Context: an optimization exercise on an open-source flow, tuned for small area and a short achievable clock period. The choices shown serve that exercise and are no tape-out recipe. Function was checked by simulation only, so behaviour that the tests miss may differ from the original.

## aes_round_top
module aes_round_top (
    input  wire         clk,
    input  wire         rst,
    input  wire         in_valid,
    input  wire [127:0] state_in,
    input  wire [127:0] round_key,
    output wire         out_valid,
    output wire [127:0] state_out
);
==> flow/config.mk <==
export PLATFORM = sky130hd
export DESIGN_NAME = aes_round_top
export DESIGN_NICKNAME = aes_round_top
export VERILOG_FILES = /design/flow/design.v
export SDC_FILE = /design/flow/constraint.sdc
export NUM_CORES = 4
export LEC_CHECK = 0
export CAP_MARGIN = 20
export CORE_MARGIN = 2
export CORE_UTILIZATION = 50
export PLACE_DENSITY = 0.65
export SETUP_SLACK_MARGIN = 4.0
export SLEW_MARGIN = 20
export SYNTH_HIERARCHICAL = 1
export SYNTH_MINIMUM_KEEP_SIZE = 0
==> flow/constraint.sdc <==
create_clock -name core_clock -period 7.0 [get_ports {clk}]
set_input_delay 1.4000 -clock core_clock [delete_from_list [all_inputs] [get_ports {clk}]]
set_output_delay 1.4000 -clock core_clock [all_outputs]
set_load 0.01 [all_outputs]
run.sh (not shown) runs the stock make flow with config.mk's settings and CLKGATE_MAP_FILE= SYNTH_SCRIPT=/design/flow/synth_recipe.tcl, a recipe that flattens the netlist after the stock synthesis.
Next try:
==> flow/flow/run.sh (new file) <==
#!/bin/bash
set -euo pipefail
export BUFFER_PORTS_ARGS="-buffer_cell sky130_fd_sc_hd__buf_2"
bash standard.sh > standard_flow.log 2>&1
==> flow/standard.sh (new file) <==
#!/bin/bash
# synth_recipe.tcl (not shown) runs the flow's synth.tcl, then flattens the netlist and writes it again
# the make line also repeats each setting of config.mk as NAME=value (left out here)
make -C /OpenROAD-flow-scripts/flow DESIGN_CONFIG=/design/flow/config.mk WORK_HOME=/design/flow/orfs CLKGATE_MAP_FILE= SYNTH_SCRIPT=/design/flow/synth_recipe.tcl "${@:-finish}"
- SETUP_SLACK_MARGIN: 4.0 -> 4.2
removed: flow/run.sh
Area after synthesis stays the same.
Wire length is lower by 5.6%.
Clock skew is higher by 17 ps.
Clock-buffer cell count is lower by 3.
Cell count is lower by 2.4%.
Flip-flop and latch count stays the same.
Die area is unchanged.
Worst setup slack is better by 280 ps.
Next try:
- SETUP_SLACK_MARGIN: 4.2 -> 4.05
Result:
- final area falls by about 4%
- worst setup slack is worse by 170 ps
- cell count decreases by 0.85%
- via count stays flat
- core utilization goes down by 2.3 points
- critical path depth does not change
- first-iteration DRC count grows by 2.0%
- hold slack improved by 4.5 ps
- sequential share of layout area increases by 0.69 points
- area after synthesis does not change
Next try:
==> flow/flow/run.sh (replaced) <==
#!/bin/bash
set -euo pipefail
export BUFFER_PORTS_ARGS="-buffer_cell sky130_fd_sc_hd__buf_1"
bash standard.sh > standard_flow.log 2>&1
- CTS_CLUSTER_DIAMETER: not set -> 100
- CTS_CLUSTER_SIZE: not set -> 30
- SETUP_SLACK_MARGIN: 4.05 -> 4.2
The new run completed without violations.
Clock skew stays flat.
Worst setup slack is better by 150 ps.
Die area does not change.
Utilization climbs by 0.91 points.
Via count came out higher by 0.38%.
Non-clock buffer count climbs by 76.
Area after synthesis stays the same.

---

Another version of the RTL of aes_round_top (not shown whole).
Size in the first run: roughly 3800 cells after synthesis, ~35000 um^2 of cells after synthesis.
// aes_round_top
module aes_round_top (
    input  wire         clk,
    input  wire         rst,
    input  wire         in_valid,
    input  wire [127:0] state_in,
    input  wire [127:0] round_key,
    output wire         out_valid,
    output wire [127:0] state_out
);
export LEC_CHECK = 0
export CAP_MARGIN = 20
export CORE_MARGIN = 2
export CORE_UTILIZATION = 50
export CTS_CLUSTER_DIAMETER = 100
export CTS_CLUSTER_SIZE = 30
export PLACE_DENSITY = 0.65
export SETUP_SLACK_MARGIN = 4.2
export SLEW_MARGIN = 20
export SYNTH_HIERARCHICAL = 1
export SYNTH_MINIMUM_KEEP_SIZE = 0
create_clock -name core_clock -period 7.0 [get_ports {clk}]
standard.sh (not shown) runs the stock make flow with config.mk's settings and CLKGATE_MAP_FILE= SYNTH_SCRIPT=/design/flow/synth_recipe.tcl, a recipe that flattens the netlist after the stock synthesis.
==> flow/flow/run.sh <==
#!/bin/bash
set -euo pipefail
export BUFFER_PORTS_ARGS="-buffer_cell sky130_fd_sc_hd__buf_1"
bash standard.sh > standard_flow.log 2>&1
Change:
- CORE_UTILIZATION: 50 -> 60
- CTS_CLUSTER_DIAMETER: 100 -> unset
- CTS_CLUSTER_SIZE: 30 -> unset
- PLACE_DENSITY: 0.65 -> 0.75
What happened: The changed run produced a clean layout; worst setup slack is worse by 0.015 ns; core utilization increases by 12 points; synthesized cell count stays the same; routed wire length increases by 2.2%; final area increases by 1.2%.
Change:
- CORE_UTILIZATION: 60 -> 50
- PLACE_DENSITY: 0.75 -> 0.65
- SETUP_SLACK_MARGIN: 4.2 -> 4.05
Outcome: The new run ran to the end with no violations. Count of clock-buffer cells in the layout grows by 4. Utilization shrinks by 14 points. Register-to-register slack gets worse by 0.06 ns. Clock skew grows by 0.0032 ns. Via count shrinks by about 2.8%. Global-route usage shrinks by 3.3 points.

---

== job 101 ==
aes_round_top with an RTL version that a note above also has.
For scale: roughly 3800 cells after synthesis, about 450 flip-flops, roughly 390 I/O pins, roughly 35000 µm² of cells after synthesis.
==> flow/config.mk <==
export PLATFORM = sky130hd
export DESIGN_NAME = aes_round_top
export DESIGN_NICKNAME = aes_round_top
export VERILOG_FILES = /design/flow/design.v
export SDC_FILE = /design/flow/constraint.sdc
export NUM_CORES = 4
export LEC_CHECK = 0
export CAP_MARGIN = 20
export CORE_MARGIN = 2
export CORE_UTILIZATION = 50
export CTS_BUF_LIST = sky130_fd_sc_hd__clkbuf_8 sky130_fd_sc_hd__clkbuf_16
export PLACE_DENSITY = 0.65
export SETUP_SLACK_MARGIN = 4.05
export SLEW_MARGIN = 20
export SYNTH_HIERARCHICAL = 1
export SYNTH_MINIMUM_KEEP_SIZE = 0
==> flow/constraint.sdc <==
create_clock -name core_clock -period 7.0 [get_ports {clk}]
set_input_delay 1.4000 -clock core_clock [delete_from_list [all_inputs] [get_ports {clk}]]
set_output_delay 1.4000 -clock core_clock [all_outputs]
set_load 0.01 [all_outputs]
Scripts as last shown in full above: flow/flow/run.sh
Job 101 completed every stage of the flow, and the final layout passed the timing, DRC and antenna checks.
The following lists how job 102 was set up differently from job 101:
--- a/flow/config.mk
+++ b/flow/config.mk
@@ -9,7 +9,8 @@
 export CORE_MARGIN = 2
 export CORE_UTILIZATION = 50
-export CTS_BUF_LIST = sky130_fd_sc_hd__clkbuf_8 sky130_fd_sc_hd__clkbuf_16
+export CTS_CLUSTER_DIAMETER = 100
+export CTS_CLUSTER_SIZE = 30
 export PLACE_DENSITY = 0.65
-export SETUP_SLACK_MARGIN = 4.05
+export SETUP_SLACK_MARGIN = 4.1
 export SLEW_MARGIN = 20
 export SYNTH_HIERARCHICAL = 1
Findings:
Job 102 ended with every stage complete and zero timing, DRC or antenna violations.
In the tables for job 101 and job 102, maximum frequency reads higher with job 102.
Layout filler cell count: job 101 vs job 102, no meaningful difference
Number of hold violations in the final report: job 101 vs job 102 identical
Routed wire length in job 102 is about 4% lower than in job 101
Compared with job 101, job 102 shows number of cells on the critical path higher by 1.
Utilization job 101 -> job 102: down

## afterwards: timing with drivers on the ports
In the flow no input, the clock included, has a driving cell. The finished layouts below were timed again as built, in two steps.
Step 1 assumes that a clkbuf_16 drives the clock port and a buf_2 every other input.
Step 2 times the ports against the registers' clock, not the clock port: input delays grow and output delays shrink by t, the midpoint of the rising clock arrivals with the driver on.
a / b / c = ideal ports / drivers / drivers and shift; a / b = the first two.
run | shift t [ns] | slack for setup (ns) | clock arrival spread, ns | worst register clock-pin slew, ns | worst slew at a driven data input, ns
the first run of note 1 | 0.664 | 3.929 / 3.962 / 3.306 | 0.027 / 0.028 | 0.07 / 0.07 | 0.08
the second run of note 1 | 0.657 | 4.206 / 4.245 / 3.588 | 0.040 / 0.040 | 0.07 / 0.07 | 0.05
the third run of note 1 | 0.661 | 4.031 / 4.075 / 3.414 | 0.034 / 0.034 | 0.06 / 0.06 | 0.11
the fourth run of note 1 | 0.633 | 4.185 / 4.218 / 3.586 | 0.037 / 0.037 | 0.12 / 0.12 | 0.05
the first run of note 2 | 0.627 | 4.210 / 4.248 / 3.620 | 0.022 / 0.021 | 0.11 / 0.11 | 0.04
the second run of note 2 | 0.637 | 4.195 / 4.225 / 3.588 | 0.016 / 0.016 | 0.07 / 0.07 | 0.11
the third run of note 2 | 0.641 | 4.140 / 4.179 / 3.538 | 0.017 / 0.017 | 0.07 / 0.07 | 0.08
job 101 | 0.649 | 4.101 / 4.134 / 3.485 | 0.024 / 0.023 | 0.06 / 0.06 | 0.05
job 102 | 0.641 | 4.119 / 4.147 / 3.506 | 0.039 / 0.040 | 0.11 / 0.11 | 0.06
After both steps every run listed still meets setup and hold. For the first run of note 1, which loses most, drivers alone change the setup slack by +0.033 ns; drivers and shift together by -0.623 ns.
